This is an optimization exercise on Yosys and OpenROAD, whose aim is small area and a short achievable clock period, not a production implementation.
The RTL was checked by simulation tests, not by an equivalence proof against the original design.
Power and IR drop assume default switching activity.

==> inputs of run G <==
==> flow/design.v (excerpt) <==
module pipelined(
    input  logic            i_clk,
    input  logic            i_reset,
    output logic [31:0]     o_pc_debug,
    output logic            o_ctrl,
    output logic            o_mispred,
    output logic            o_insn_vld,
    output logic [31:0]     o_io_ledr,
    output logic [31:0]     o_io_ledg,
    output logic [6:0]      o_io_hex0,
    output logic [6:0]      o_io_hex1,
    output logic [6:0]      o_io_hex2,
    output logic [6:0]      o_io_hex3,
    output logic [6:0]      o_io_hex4,
    output logic [6:0]      o_io_hex5,
    output logic [6:0]      o_io_hex6,
    output logic [6:0]      o_io_hex7,
    output logic [31:0]     o_io_lcd,
    input  logic [31:0]     i_io_sw,
    output logic [31:0]     o_imem_addr,
    output logic            o_imem_req,
    input  logic [31:0]     i_imem_rdata,
    output logic [31:0]     o_dmem_addr_a,
    output logic [31:0]     o_dmem_addr_b,
    output logic [31:0]     o_dmem_wdata_a,
    output logic [31:0]     o_dmem_wdata_b,
    output logic [3:0]      o_dmem_bmask_a,
    output logic [3:0]      o_dmem_bmask_b,
    output logic            o_dmem_wren_a,
    output logic            o_dmem_wren_b,
    input  logic [31:0]     i_dmem_rdata_a,
    input  logic [31:0]     i_dmem_rdata_b
);
export LEC_CHECK = 0
export ABC_AREA = 1
export CAP_MARGIN = 20
export CORE_MARGIN = 2
export CORE_UTILIZATION = 55
export SLEW_MARGIN = 20
create_clock -name core_clock -period 18.5 [get_ports {i_clk}]
standard.sh (not shown) runs the stock make flow with config.mk's settings and CLKGATE_MAP_FILE= SYNTH_SCRIPT=/design/flow/synth_recipe.tcl, a recipe that flattens the netlist after the stock synthesis.
==> flow/flow/run.sh <==
#!/bin/bash
# Layout: the standard flow (standard.sh, unchanged synthesis), with two
# layout knobs the flow settings do not reach:
#  - port buffers are sky130_fd_sc_hd__buf_1 (the default picks a delay cell);
set -euo pipefail
bash standard.sh SETUP_SLACK_MARGIN=10 "BUFFER_PORTS_ARGS=-buffer_cell sky130_fd_sc_hd__buf_1" finish > run_standard.log 2>&1
==> run K (differences from run G) <==
--- a/flow/design.v
+++ b/flow/design.v
@@ -2,43 +2,37 @@
     input  logic [31:0] i_operand_a,
     input  logic [31:0] i_operand_b,
     input  logic [3:0]  i_alu_op,
     output logic [31:0] o_alu_data
 );
-    wire [3:0] op = i_alu_op;
-    wire sub    = (op == 4'd1) | (op == 4'd2) | (op == 4'd3);
-    wire s_sum  = (op == 4'd0) | (op == 4'd1) | (op >= 4'd10);
-    wire s_slt  = (op == 4'd2);
-    wire s_sltu = (op == 4'd3);
-    wire s_xor  = (op == 4'd4);
-    wire s_or   = (op == 4'd5);
-    wire s_and  = (op == 4'd6);
-    wire s_sh   = (op == 4'd7) | (op == 4'd8) | (op == 4'd9);
-    wire [31:0] a  = i_operand_a;
+    wire sub = (i_alu_op == 4'd1) | (i_alu_op == 4'd2) | (i_alu_op == 4'd3);
     wire [31:0] bx = i_operand_b ^ {32{sub}};
-    wire [31:0] p  = a ^ bx;
-    wire [31:0] g  = a & bx;
-    wire [33:0] s  = {1'b0, a, 1'b1} + {1'b0, bx, sub};
+    wire [33:0] s  = {1'b0, i_operand_a, 1'b1} + {1'b0, bx, sub};
     wire [31:0] sum  = s[32:1];
     wire        cout = s[33];
-    wire slt  = (a[31] ^ i_operand_b[31]) ? a[31] : sum[31];
+    wire slt  = (i_operand_a[31] ^ i_operand_b[31]) ? i_operand_a[31] : sum[31];
     wire sltu = ~cout;
-    wire        left  = (op == 4'd7);
-    wire        arith = (op == 4'd9);
+    wire        left  = (i_alu_op == 4'd7);
+    wire        arith = (i_alu_op == 4'd9);
     logic [31:0] a_rev, sr_rev;
-    always_comb for (int i = 0; i < 32; i++) a_rev[i] = a[31-i];
-    wire [31:0] sh_in = left ? a_rev : a;
-    wire [63:0] sh_x  = {{32{arith & a[31]}}, sh_in};
+    always_comb for (int i = 0; i < 32; i++) a_rev[i] = i_operand_a[31-i];
+    wire [31:0] sh_in = left ? a_rev : i_operand_a;
+    wire [63:0] sh_x  = {{32{arith & i_operand_a[31]}}, sh_in};
     wire [63:0] sr    = sh_x >> i_operand_b[4:0];
     always_comb for (int i = 0; i < 32; i++) sr_rev[i] = sr[31-i];
     wire [31:0] shout = left ? sr_rev : sr[31:0];
-    assign o_alu_data = ({32{s_sum}} & sum)
-                      | {31'd0, (s_slt & slt) | (s_sltu & sltu)}
-                      | ({32{s_xor}} & (a ^ i_operand_b))
-                      | ({32{s_or}} & (a | i_operand_b))
-                      | ({32{s_and}} & (a & i_operand_b))
-                      | ({32{s_sh}}  & shout);
+    always_comb begin
+        case (i_alu_op)
+            4'd2:    o_alu_data = {31'd0, slt};
+            4'd3:    o_alu_data = {31'd0, sltu};
+            4'd4:    o_alu_data = i_operand_a ^ i_operand_b;
+            4'd5:    o_alu_data = i_operand_a | i_operand_b;
+            4'd6:    o_alu_data = i_operand_a & i_operand_b;
+            4'd7, 4'd8, 4'd9: o_alu_data = shout;
+            default: o_alu_data = sum;
+        endcase
+    end
 endmodule
 module regfile (input i_clk, input i_reset, input [4:0] i_rs1_addr, input [4:0] i_rs2_addr,
  output logic [31:0] o_rs1_data, output logic [31:0] o_rs2_data, input [4:0] i_rd_addr, input [31:0] i_rd_data, input i_rd_wren);
     logic [31:0]  reg_mem [0:31];
     logic [31:0]  reg_vld;
@@ -369,21 +363,18 @@
     wire if_adv = steady & ~stall;
     always_ff @(posedge i_clk or posedge i_reset) begin
         if (i_reset)     pc_if <= '0;
         else if (if_adv) pc_if <= pc_sel ? alu_out : pc_if + 32'd4;
     end
-    logic [31:0] id_inst;
-    logic        id_vld;
-    wire  [31:0] id_pc = pc_if - 32'd4;
+    logic [31:0] id_pc, id_inst;
     always_ff @(posedge i_clk or posedge i_reset) begin
-        if (i_reset)     id_vld <= 1'b0;
-        else if (pc_sel) id_vld <= 1'b0;
-        else if (if_adv) id_vld <= 1'b1;
-    end
-    always_ff @(posedge i_clk) begin
-        if (if_adv) begin
-            id_inst <= inst_if;
+        if (i_reset) begin
+            id_pc <= '0; id_inst <= '0;
+        end else if (pc_sel) begin
+            id_pc <= '0; id_inst <= '0;
+        end else if (if_adv) begin
+            id_pc <= pc_if; id_inst <= inst_if;
         end
     end
     wire [6:0] opc = id_inst[6:0];
     wire [2:0] f3  = id_inst[14:12];
     wire [4:0] id_rs1 = id_inst[19:15];
@@ -477,34 +468,30 @@
     logic        ex_vld;
     logic        ex_reg_wen;
     logic [1:0]  ex_fa, ex_fb;    
     logic        mem_reg_wen;
     logic [4:0]  mem_rd;
-    assign stall = id_vld && (ex_wb_sel == 2'b00) && (ex_rd != 5'd0) && ((ex_rd == id_rs1) || (ex_rd == id_rs2));
+    assign stall = (ex_wb_sel == 2'b00) && (ex_rd != 5'd0) && ((ex_rd == id_rs1) || (ex_rd == id_rs2));
     wire fa_mem = ex_reg_wen  && (ex_rd  != 5'd0) && (ex_rd  == id_rs1);
     wire fa_wb  = mem_reg_wen && (mem_rd != 5'd0) && (mem_rd == id_rs1);
     wire fb_mem = ex_reg_wen  && (ex_rd  != 5'd0) && (ex_rd  == id_rs2);
     wire fb_wb  = mem_reg_wen && (mem_rd != 5'd0) && (mem_rd == id_rs2);
-    wire ex_bubble = stall | pc_sel | ~id_vld;
-    always_ff @(posedge i_clk) begin
-        ex_rs1 <= rs1_data; ex_rs2 <= rs2_data; ex_imm <= d_imm;
-    end
     always_ff @(posedge i_clk or posedge i_reset) begin
         if (i_reset) begin
-            ex_pc <= '0;
+            ex_pc <= '0; ex_rs1 <= '0; ex_rs2 <= '0; ex_imm <= '0;
             ex_rd <= '0; ex_f3 <= '0; ex_isb <= 1'b0; ex_jump <= 1'b0;
-            ex_alu_op <= 4'd6; ex_a_sel <= 2'b10; ex_b_sel <= 1'b0; ex_dmem_we <= 1'b0;
+            ex_alu_op <= '0; ex_a_sel <= '0; ex_b_sel <= 1'b0; ex_dmem_we <= 1'b0;
             ex_wb_sel <= '0; ex_lsu_signed <= 1'b0; ex_lsu_size <= '0; ex_vld <= 1'b0;
             ex_reg_wen <= 1'b0; ex_fa <= '0; ex_fb <= '0;
-        end else if (ex_bubble) begin
-            ex_pc <= '0;
+        end else if (stall | pc_sel) begin
+            ex_pc <= '0; ex_rs1 <= '0; ex_rs2 <= '0; ex_imm <= '0;
             ex_rd <= '0; ex_f3 <= '0; ex_isb <= 1'b0; ex_jump <= 1'b0;
-            ex_alu_op <= 4'd6; ex_a_sel <= 2'b10; ex_b_sel <= 1'b0; ex_dmem_we <= 1'b0;
+            ex_alu_op <= '0; ex_a_sel <= '0; ex_b_sel <= 1'b0; ex_dmem_we <= 1'b0;
             ex_wb_sel <= '0; ex_lsu_signed <= 1'b0; ex_lsu_size <= '0; ex_vld <= 1'b0;
             ex_reg_wen <= 1'b0; ex_fa <= '0; ex_fb <= '0;
         end else begin
-            ex_pc <= id_pc;
+            ex_pc <= id_pc; ex_rs1 <= rs1_data; ex_rs2 <= rs2_data; ex_imm <= d_imm;
             ex_rd <= id_rd; ex_f3 <= f3; ex_isb <= op_b; ex_jump <= d_jump;
             ex_alu_op <= d_alu_op; ex_a_sel <= d_a_sel; ex_b_sel <= d_b_sel; ex_dmem_we <= d_dmem_we;
             ex_wb_sel <= d_wb_sel; ex_lsu_signed <= d_lsu_signed; ex_lsu_size <= d_lsu_size; ex_vld <= d_vld;
             ex_reg_wen <= d_reg_wen;
             ex_fa <= {fa_mem, fa_wb & ~fa_mem};
@@ -570,20 +557,17 @@
     logic        mem_dmem_we;
     logic [1:0]  mem_wb_sel;
     logic        mem_lsu_signed;
     logic [1:0]  mem_lsu_size;
     logic        mem_vld;
-    always_ff @(posedge i_clk) begin
-        mem_rs2 <= ex_rs2; mem_rd <= ex_rd;
-    end
     always_ff @(posedge i_clk or posedge i_reset) begin
         if (i_reset) begin
-            mem_pc <= '0; mem_alu <= '0;
+            mem_pc <= '0; mem_alu <= '0; mem_rs2 <= '0; mem_rd <= '0;
             mem_dmem_we <= 1'b0; mem_wb_sel <= '0; mem_lsu_signed <= 1'b0; mem_lsu_size <= '0;
             mem_vld <= 1'b0; mem_reg_wen <= 1'b0;
         end else begin
-            mem_pc <= ex_pc; mem_alu <= alu_out;
+            mem_pc <= ex_pc; mem_alu <= alu_out; mem_rs2 <= ex_rs2; mem_rd <= ex_rd;
             mem_dmem_we <= ex_dmem_we; mem_wb_sel <= ex_wb_sel; mem_lsu_signed <= ex_lsu_signed;
             mem_lsu_size <= ex_lsu_size; mem_vld <= ex_vld; mem_reg_wen <= ex_reg_wen;
         end
     end
     logic [31:0] io_ledr, io_ledg, io_seg0, io_seg1, io_lcd;
@@ -614,18 +598,16 @@
         .o_dmem_wren_b  (o_dmem_wren_b),
         .i_dmem_rdata_a (i_dmem_rdata_a),
         .i_dmem_rdata_b (i_dmem_rdata_b)
     );
     logic        wb_vld;
-    always_ff @(posedge i_clk) begin
-        wb_alu <= mem_alu; wb_rd <= mem_rd;
-    end
     always_ff @(posedge i_clk or posedge i_reset) begin
         if (i_reset) begin
-            wb_pc <= '0; wb_reg_wen <= 1'b0; wb_sel <= '0; wb_vld <= 1'b0;
+            wb_pc <= '0; wb_alu <= '0; wb_rd <= '0; wb_reg_wen <= 1'b0; wb_sel <= '0; wb_vld <= 1'b0;
         end else begin
-            wb_pc <= mem_pc; wb_reg_wen <= mem_reg_wen; wb_sel <= mem_wb_sel; wb_vld <= mem_vld;
+            wb_pc <= mem_pc; wb_alu <= mem_alu; wb_rd <= mem_rd; wb_reg_wen <= mem_reg_wen;
+            wb_sel <= mem_wb_sel; wb_vld <= mem_vld;
         end
     end
     logic [31:0] wb_ld;
     ldfmt ldfmt_wb (
         .s (ld_sel & {LDS_N{wsel_ld}}), .ra (i_dmem_rdata_a), .rb (i_dmem_rdata_b),
==> flow/run.sh (new file) <==
#!/bin/bash
# synth_recipe.tcl (not shown) runs the flow's synth.tcl, then flattens the netlist and writes it again
# the make line also repeats each setting of config.mk as NAME=value (left out here)
make -C /OpenROAD-flow-scripts/flow DESIGN_CONFIG=/design/flow/config.mk WORK_HOME=/design/flow/orfs CLKGATE_MAP_FILE= SYNTH_SCRIPT=/design/flow/synth_recipe.tcl finish
==> flow/config.mk (replaced) <==
export PLATFORM = sky130hd
export DESIGN_NAME = pipelined
export DESIGN_NICKNAME = pipelined
export VERILOG_FILES = /design/flow/design.v
export SDC_FILE = /design/flow/constraint.sdc
export NUM_CORES = 4
export LEC_CHECK = 0
export CAP_MARGIN = 20
export CORE_MARGIN = 2
export CORE_UTILIZATION = 55
export SLEW_MARGIN = 20
removed: flow/flow/run.sh
removed: flow/standard.sh
==> run Z (differences from run G) <==
--- a/flow/design.v
+++ b/flow/design.v
@@ -2,43 +2,37 @@
     input  logic [31:0] i_operand_a,
     input  logic [31:0] i_operand_b,
     input  logic [3:0]  i_alu_op,
     output logic [31:0] o_alu_data
 );
-    wire [3:0] op = i_alu_op;
-    wire sub    = (op == 4'd1) | (op == 4'd2) | (op == 4'd3);
-    wire s_sum  = (op == 4'd0) | (op == 4'd1) | (op >= 4'd10);
-    wire s_slt  = (op == 4'd2);
-    wire s_sltu = (op == 4'd3);
-    wire s_xor  = (op == 4'd4);
-    wire s_or   = (op == 4'd5);
-    wire s_and  = (op == 4'd6);
-    wire s_sh   = (op == 4'd7) | (op == 4'd8) | (op == 4'd9);
-    wire [31:0] a  = i_operand_a;
+    wire sub = (i_alu_op == 4'd1) | (i_alu_op == 4'd2) | (i_alu_op == 4'd3);
     wire [31:0] bx = i_operand_b ^ {32{sub}};
-    wire [31:0] p  = a ^ bx;
-    wire [31:0] g  = a & bx;
-    wire [33:0] s  = {1'b0, a, 1'b1} + {1'b0, bx, sub};
+    wire [33:0] s  = {1'b0, i_operand_a, 1'b1} + {1'b0, bx, sub};
     wire [31:0] sum  = s[32:1];
     wire        cout = s[33];
-    wire slt  = (a[31] ^ i_operand_b[31]) ? a[31] : sum[31];
+    wire slt  = (i_operand_a[31] ^ i_operand_b[31]) ? i_operand_a[31] : sum[31];
     wire sltu = ~cout;
-    wire        left  = (op == 4'd7);
-    wire        arith = (op == 4'd9);
+    wire        left  = (i_alu_op == 4'd7);
+    wire        arith = (i_alu_op == 4'd9);
     logic [31:0] a_rev, sr_rev;
-    always_comb for (int i = 0; i < 32; i++) a_rev[i] = a[31-i];
-    wire [31:0] sh_in = left ? a_rev : a;
-    wire [63:0] sh_x  = {{32{arith & a[31]}}, sh_in};
+    always_comb for (int i = 0; i < 32; i++) a_rev[i] = i_operand_a[31-i];
+    wire [31:0] sh_in = left ? a_rev : i_operand_a;
+    wire [63:0] sh_x  = {{32{arith & i_operand_a[31]}}, sh_in};
     wire [63:0] sr    = sh_x >> i_operand_b[4:0];
     always_comb for (int i = 0; i < 32; i++) sr_rev[i] = sr[31-i];
     wire [31:0] shout = left ? sr_rev : sr[31:0];
-    assign o_alu_data = ({32{s_sum}} & sum)
-                      | {31'd0, (s_slt & slt) | (s_sltu & sltu)}
-                      | ({32{s_xor}} & (a ^ i_operand_b))
-                      | ({32{s_or}} & (a | i_operand_b))
-                      | ({32{s_and}} & (a & i_operand_b))
-                      | ({32{s_sh}}  & shout);
+    always_comb begin
+        case (i_alu_op)
+            4'd2:    o_alu_data = {31'd0, slt};
+            4'd3:    o_alu_data = {31'd0, sltu};
+            4'd4:    o_alu_data = i_operand_a ^ i_operand_b;
+            4'd5:    o_alu_data = i_operand_a | i_operand_b;
+            4'd6:    o_alu_data = i_operand_a & i_operand_b;
+            4'd7, 4'd8, 4'd9: o_alu_data = shout;
+            default: o_alu_data = sum;
+        endcase
+    end
 endmodule
 module regfile (input i_clk, input i_reset, input [4:0] i_rs1_addr, input [4:0] i_rs2_addr,
  output logic [31:0] o_rs1_data, output logic [31:0] o_rs2_data, input [4:0] i_rd_addr, input [31:0] i_rd_data, input i_rd_wren);
     logic [31:0]  reg_mem [0:31];
     logic [31:0]  reg_vld;
@@ -369,21 +363,18 @@
     wire if_adv = steady & ~stall;
     always_ff @(posedge i_clk or posedge i_reset) begin
         if (i_reset)     pc_if <= '0;
         else if (if_adv) pc_if <= pc_sel ? alu_out : pc_if + 32'd4;
     end
-    logic [31:0] id_inst;
-    logic        id_vld;
-    wire  [31:0] id_pc = pc_if - 32'd4;
+    logic [31:0] id_pc, id_inst;
     always_ff @(posedge i_clk or posedge i_reset) begin
-        if (i_reset)     id_vld <= 1'b0;
-        else if (pc_sel) id_vld <= 1'b0;
-        else if (if_adv) id_vld <= 1'b1;
-    end
-    always_ff @(posedge i_clk) begin
-        if (if_adv) begin
-            id_inst <= inst_if;
+        if (i_reset) begin
+            id_pc <= '0; id_inst <= '0;
+        end else if (pc_sel) begin
+            id_pc <= '0; id_inst <= '0;
+        end else if (if_adv) begin
+            id_pc <= pc_if; id_inst <= inst_if;
         end
     end
     wire [6:0] opc = id_inst[6:0];
     wire [2:0] f3  = id_inst[14:12];
     wire [4:0] id_rs1 = id_inst[19:15];
@@ -477,34 +468,30 @@
     logic        ex_vld;
     logic        ex_reg_wen;
     logic [1:0]  ex_fa, ex_fb;    
     logic        mem_reg_wen;
     logic [4:0]  mem_rd;
-    assign stall = id_vld && (ex_wb_sel == 2'b00) && (ex_rd != 5'd0) && ((ex_rd == id_rs1) || (ex_rd == id_rs2));
+    assign stall = (ex_wb_sel == 2'b00) && (ex_rd != 5'd0) && ((ex_rd == id_rs1) || (ex_rd == id_rs2));
     wire fa_mem = ex_reg_wen  && (ex_rd  != 5'd0) && (ex_rd  == id_rs1);
     wire fa_wb  = mem_reg_wen && (mem_rd != 5'd0) && (mem_rd == id_rs1);
     wire fb_mem = ex_reg_wen  && (ex_rd  != 5'd0) && (ex_rd  == id_rs2);
     wire fb_wb  = mem_reg_wen && (mem_rd != 5'd0) && (mem_rd == id_rs2);
-    wire ex_bubble = stall | pc_sel | ~id_vld;
-    always_ff @(posedge i_clk) begin
-        ex_rs1 <= rs1_data; ex_rs2 <= rs2_data; ex_imm <= d_imm;
-    end
     always_ff @(posedge i_clk or posedge i_reset) begin
         if (i_reset) begin
-            ex_pc <= '0;
+            ex_pc <= '0; ex_rs1 <= '0; ex_rs2 <= '0; ex_imm <= '0;
             ex_rd <= '0; ex_f3 <= '0; ex_isb <= 1'b0; ex_jump <= 1'b0;
-            ex_alu_op <= 4'd6; ex_a_sel <= 2'b10; ex_b_sel <= 1'b0; ex_dmem_we <= 1'b0;
+            ex_alu_op <= '0; ex_a_sel <= '0; ex_b_sel <= 1'b0; ex_dmem_we <= 1'b0;
             ex_wb_sel <= '0; ex_lsu_signed <= 1'b0; ex_lsu_size <= '0; ex_vld <= 1'b0;
             ex_reg_wen <= 1'b0; ex_fa <= '0; ex_fb <= '0;
-        end else if (ex_bubble) begin
-            ex_pc <= '0;
+        end else if (stall | pc_sel) begin
+            ex_pc <= '0; ex_rs1 <= '0; ex_rs2 <= '0; ex_imm <= '0;
             ex_rd <= '0; ex_f3 <= '0; ex_isb <= 1'b0; ex_jump <= 1'b0;
-            ex_alu_op <= 4'd6; ex_a_sel <= 2'b10; ex_b_sel <= 1'b0; ex_dmem_we <= 1'b0;
+            ex_alu_op <= '0; ex_a_sel <= '0; ex_b_sel <= 1'b0; ex_dmem_we <= 1'b0;
             ex_wb_sel <= '0; ex_lsu_signed <= 1'b0; ex_lsu_size <= '0; ex_vld <= 1'b0;
             ex_reg_wen <= 1'b0; ex_fa <= '0; ex_fb <= '0;
         end else begin
-            ex_pc <= id_pc;
+            ex_pc <= id_pc; ex_rs1 <= rs1_data; ex_rs2 <= rs2_data; ex_imm <= d_imm;
             ex_rd <= id_rd; ex_f3 <= f3; ex_isb <= op_b; ex_jump <= d_jump;
             ex_alu_op <= d_alu_op; ex_a_sel <= d_a_sel; ex_b_sel <= d_b_sel; ex_dmem_we <= d_dmem_we;
             ex_wb_sel <= d_wb_sel; ex_lsu_signed <= d_lsu_signed; ex_lsu_size <= d_lsu_size; ex_vld <= d_vld;
             ex_reg_wen <= d_reg_wen;
             ex_fa <= {fa_mem, fa_wb & ~fa_mem};
@@ -570,20 +557,17 @@
     logic        mem_dmem_we;
     logic [1:0]  mem_wb_sel;
     logic        mem_lsu_signed;
     logic [1:0]  mem_lsu_size;
     logic        mem_vld;
-    always_ff @(posedge i_clk) begin
-        mem_rs2 <= ex_rs2; mem_rd <= ex_rd;
-    end
     always_ff @(posedge i_clk or posedge i_reset) begin
         if (i_reset) begin
-            mem_pc <= '0; mem_alu <= '0;
+            mem_pc <= '0; mem_alu <= '0; mem_rs2 <= '0; mem_rd <= '0;
             mem_dmem_we <= 1'b0; mem_wb_sel <= '0; mem_lsu_signed <= 1'b0; mem_lsu_size <= '0;
             mem_vld <= 1'b0; mem_reg_wen <= 1'b0;
         end else begin
-            mem_pc <= ex_pc; mem_alu <= alu_out;
+            mem_pc <= ex_pc; mem_alu <= alu_out; mem_rs2 <= ex_rs2; mem_rd <= ex_rd;
             mem_dmem_we <= ex_dmem_we; mem_wb_sel <= ex_wb_sel; mem_lsu_signed <= ex_lsu_signed;
             mem_lsu_size <= ex_lsu_size; mem_vld <= ex_vld; mem_reg_wen <= ex_reg_wen;
         end
     end
     logic [31:0] io_ledr, io_ledg, io_seg0, io_seg1, io_lcd;
@@ -614,18 +598,16 @@
         .o_dmem_wren_b  (o_dmem_wren_b),
         .i_dmem_rdata_a (i_dmem_rdata_a),
         .i_dmem_rdata_b (i_dmem_rdata_b)
     );
     logic        wb_vld;
-    always_ff @(posedge i_clk) begin
-        wb_alu <= mem_alu; wb_rd <= mem_rd;
-    end
     always_ff @(posedge i_clk or posedge i_reset) begin
         if (i_reset) begin
-            wb_pc <= '0; wb_reg_wen <= 1'b0; wb_sel <= '0; wb_vld <= 1'b0;
+            wb_pc <= '0; wb_alu <= '0; wb_rd <= '0; wb_reg_wen <= 1'b0; wb_sel <= '0; wb_vld <= 1'b0;
         end else begin
-            wb_pc <= mem_pc; wb_reg_wen <= mem_reg_wen; wb_sel <= mem_wb_sel; wb_vld <= mem_vld;
+            wb_pc <= mem_pc; wb_alu <= mem_alu; wb_rd <= mem_rd; wb_reg_wen <= mem_reg_wen;
+            wb_sel <= mem_wb_sel; wb_vld <= mem_vld;
         end
     end
     logic [31:0] wb_ld;
     ldfmt ldfmt_wb (
         .s (ld_sel & {LDS_N{wsel_ld}}), .ra (i_dmem_rdata_a), .rb (i_dmem_rdata_b),
==> flow/run.sh (new file) <==
#!/bin/bash
# synth_recipe.tcl (not shown) runs the flow's synth.tcl, then flattens the netlist and writes it again
# the make line also repeats each setting of config.mk as NAME=value (left out here)
make -C /OpenROAD-flow-scripts/flow DESIGN_CONFIG=/design/flow/config.mk WORK_HOME=/design/flow/orfs CLKGATE_MAP_FILE= SYNTH_SCRIPT=/design/flow/synth_recipe.tcl finish
==> flow/config.mk (replaced) <==
export PLATFORM = sky130hd
export DESIGN_NAME = pipelined
export DESIGN_NICKNAME = pipelined
export VERILOG_FILES = /design/flow/design.v
export SDC_FILE = /design/flow/constraint.sdc
export NUM_CORES = 4
export LEC_CHECK = 0
export CAP_MARGIN = 20
export CORE_MARGIN = 2
export CORE_UTILIZATION = 30
export SLEW_MARGIN = 20
removed: flow/flow/run.sh
removed: flow/standard.sh
==> comparison <==
Run Z completed without violations. Run G went through all stages and came out clean. Run K finished clean. In run Z the combinational power is larger than in run G, by 23%. Hold slack: run K > run Z > run G. Total power, highest first: run Z, run K, run G. Between run G and run K, the lower synthesized cell count is in run K (gap about 20%, measured against run K).

[port drivers added, routing unchanged]
The flow's constraints put no driver on any port. The routed layouts listed below were extracted and timed again, unchanged, in two steps. Step 1 sets driving cells, clkbuf_16 on the clock port and buf_2 on the other inputs (assumed; they add their load-dependent delay and slew). Step 2 times the ports against the registers' clock, not the clock port: input delays grow and output delays shrink by t, the midpoint of the rising clock arrivals with the driver on. Three values: no drivers, after step 1, after step 2; two values: the first two.
run	t (ns)	setup slack, ns	hold WS [ns]	latest minus earliest clock arrival (ns)	worst register clock-pin slew, ns
run G	0.926	9.976 / 9.879 / 9.184	0.344 / 0.344 / 0.344	0.076 / 0.076	0.08 / 0.08
run K	0.930	8.015 / 8.077 / 7.147	0.345 / 0.345 / 0.345	0.081 / 0.081	0.07 / 0.07
run Z	0.945	7.757 / 7.815 / 6.870	0.345 / 0.345 / 0.345	0.093 / 0.094	0.07 / 0.07
After both steps setup and hold are still met in every run listed. For run Z, which loses most, drivers alone change the setup slack by +0.058 ns; drivers and shift together by -0.887 ns.
